What follows belongs to an exercise in optimizing a design on an open flow for small area; a production flow would make more cautious choices.
In this exercise RTL edits were held to simulation tests only and were not proved equivalent to the original.
Power and IR drop assume default switching activity.

==> fjord <==
==> flow/design.v (excerpt) <==
module aib_rx_bert #(
parameter [0:0] BERT_BUF_MODE_EN = 1   
)
(
input         clk,
input         rstn,
input [  3:0] rx_rst_pulse,
input [  3:0] rx_start_pulse,
input [  3:0] seed_in_en,
input [  5:0] chk3_lane_sel_ff,
input [  5:0] chk2_lane_sel_ff,
input [  5:0] chk1_lane_sel_ff,
input [  5:0] chk0_lane_sel_ff,
input [  2:0] chk3_ptrn_sel_ff,
input [  2:0] chk2_ptrn_sel_ff,
input [  2:0] chk1_ptrn_sel_ff,
input [  2:0] chk0_ptrn_sel_ff,
input [319:0] rx_bert_data_i,
input         sdr_mode,
input   [1:0] r_fifo_mode,
input         m_gen2_mode,
output reg [ 48:0] rbert_bit_cnt_ff,
output     [ 15:0] biterr_cnt_chk3,
output     [ 15:0] biterr_cnt_chk2,
output     [ 15:0] biterr_cnt_chk1,
output     [ 15:0] biterr_cnt_chk0,
output     [127:0] rx_bert3_data,
output     [127:0] rx_bert2_data,
output     [127:0] rx_bert1_data,
output     [127:0] rx_bert0_data,
output     [  3:0] rbert_running_ff
);
export LEC_CHECK = 0
export CAP_MARGIN = 20
export CORE_MARGIN = 2
export CORE_UTILIZATION = 70
export SLEW_MARGIN = 20
export SYNTH_HIERARCHICAL = 1
export SYNTH_MINIMUM_KEEP_SIZE = 0
create_clock -name core_clock -period 7.5 [get_ports {clk}]
standard.sh (not shown) runs the stock make flow with config.mk's settings and CLKGATE_MAP_FILE= SYNTH_SCRIPT=/design/flow/synth_recipe.tcl, a recipe that flattens the netlist after the stock synthesis.
==> flow/flow/run.sh <==
#!/bin/bash
# Standard layout, except: the port buffers use the smallest buffer cell, and
# the clock tree uses clkbuf_4 buffers without dummy loads.
set -o pipefail
bash standard.sh \
  "BUFFER_PORTS_ARGS=-buffer_cell sky130_fd_sc_hd__buf_1" \
  "CTS_ARGS=-sink_clustering_enable -repair_clock_nets -buf_list sky130_fd_sc_hd__clkbuf_4 -dont_use_dummy_load" \
  finish > standard.log 2>&1
==> inputs of nickel, as changes to fjord <==
- CORE_UTILIZATION: 70 -> 55
==> inputs of harbor, as changes to fjord <==
- CAP_MARGIN: 20 -> 5
- CORE_UTILIZATION: 70 -> 40
- SLEW_MARGIN: 20 -> 5
==> inputs of garnet, as changes to fjord <==
- CORE_UTILIZATION: 70 -> 40
==> notes.md <==
harbor aborted during final report. nickel ran to the end with no violations. fjord stopped in global routing. garnet ran to the end with no violations.
Sequential cell count is the same in garnet and nickel.
Between nickel and garnet, the lower clock power is in nickel (gap about 4%, measured against garnet).
Against garnet, the count of clock-buffer cells in the layout of nickel is lower by 16.
Against garnet, the non-clock buffer count of nickel is lower by 5.
In synthesized cell count, garnet and harbor do not differ.
Register-to-register slack: nickel is lower than garnet (90 ps).
In nickel the cell count is smaller than in garnet, by about 6%.
Via count: harbor < nickel < garnet.
Of nickel and garnet, garnet has the higher maximum frequency (gap about 1.5%, measured against garnet).
First-iteration DRC count: nickel is larger than harbor (3.7%).
==> figures <==
	nickel	fjord	harbor	garnet
Most common cell after layout, fill and taps aside	dfrtp_1	-	-	dfrtp_1
Number of failing hold endpoints at the final stage	0	-	-	0
Post-layout util	64.2%	-	-	47.3%
Total wirelength of the detailed-routed design	269000 um	-	297000 um	297000 um
Detailed Place HPWL	200000 um	207000 um	221000 um	221000 um
Number of placement rows	125	110	146	146
IR Drop Worst-Case VDD	0.138 mV	-	-	0.149 mV
Routed wl met3	40700 um	-	39200 um	38700 um
Core region area	116000 um2	-	-	159000 um2
Clk Latency, worst-skew pair	1340 ps	-	-	1370 ps
Worst Path Arrival	7910 ps	-	-	7860 ps
Cts repair resizes	0	27	0	0
Flop pwr share	51.4%	-	-	50.6%
Leading power group	sequential cells	-	-	sequential cells
Area of the die	119000 um2	-	-	163000 um2
Area of all placed cells without fillers	74300 um2	-	-	75000 um2
CTS Buf Count	326	312	343	342
Topmost layer with routed signal wires	met5	-	met5	met5
Clock share of power	35.7%	-	-	36.5%
Outcome	timing/DRC/antenna clean	did not finish	did not finish	timing/DRC/antenna clean
Stage where the flow stopped	-	global routing	final report	-
Routed wire per std cell	35.3 um	-	-	36.5 um
Sum Neg Setup Slack	0 ps	-	-	0 ps

what the ideal ports hide:
The results above use ideal ports. As a check the final layouts listed here were re-extracted and re-timed, cells and wires unchanged.
Step 1, drivers: a clkbuf_16 drives clk and a buf_2 each remaining input, both assumed.
Step 2 adds t to the input delays and takes it off the output delays; t is the mean of the earliest and latest rising clock arrival at the registers after step 1. Input paths then give back, and output paths get back, about the clock's delay inside the block.
Slacks: no drivers / after step 1 / after step 2; pairs: no drivers / after step 1.
| run | t (ns) | setup WS [ns] | hold slack, ns | slew at the worst register clock pin (ns) |
|---|---|---|---|---|
| nickel | 1.358 | 0.683 / 0.697 / -0.612 | 0.316 / 0.254 / 0.502 | 0.08 / 0.08 |
| garnet | 1.407 | 0.788 / 0.788 / -0.575 | 0.277 / 0.234 / 0.501 | 0.08 / 0.08 |
With both steps, setup timing fails in nickel and garnet, where it was met with ideal ports. The setup slack of garnet, which loses most, moves by 0.000 ns with the drivers and by -1.363 ns with both steps.
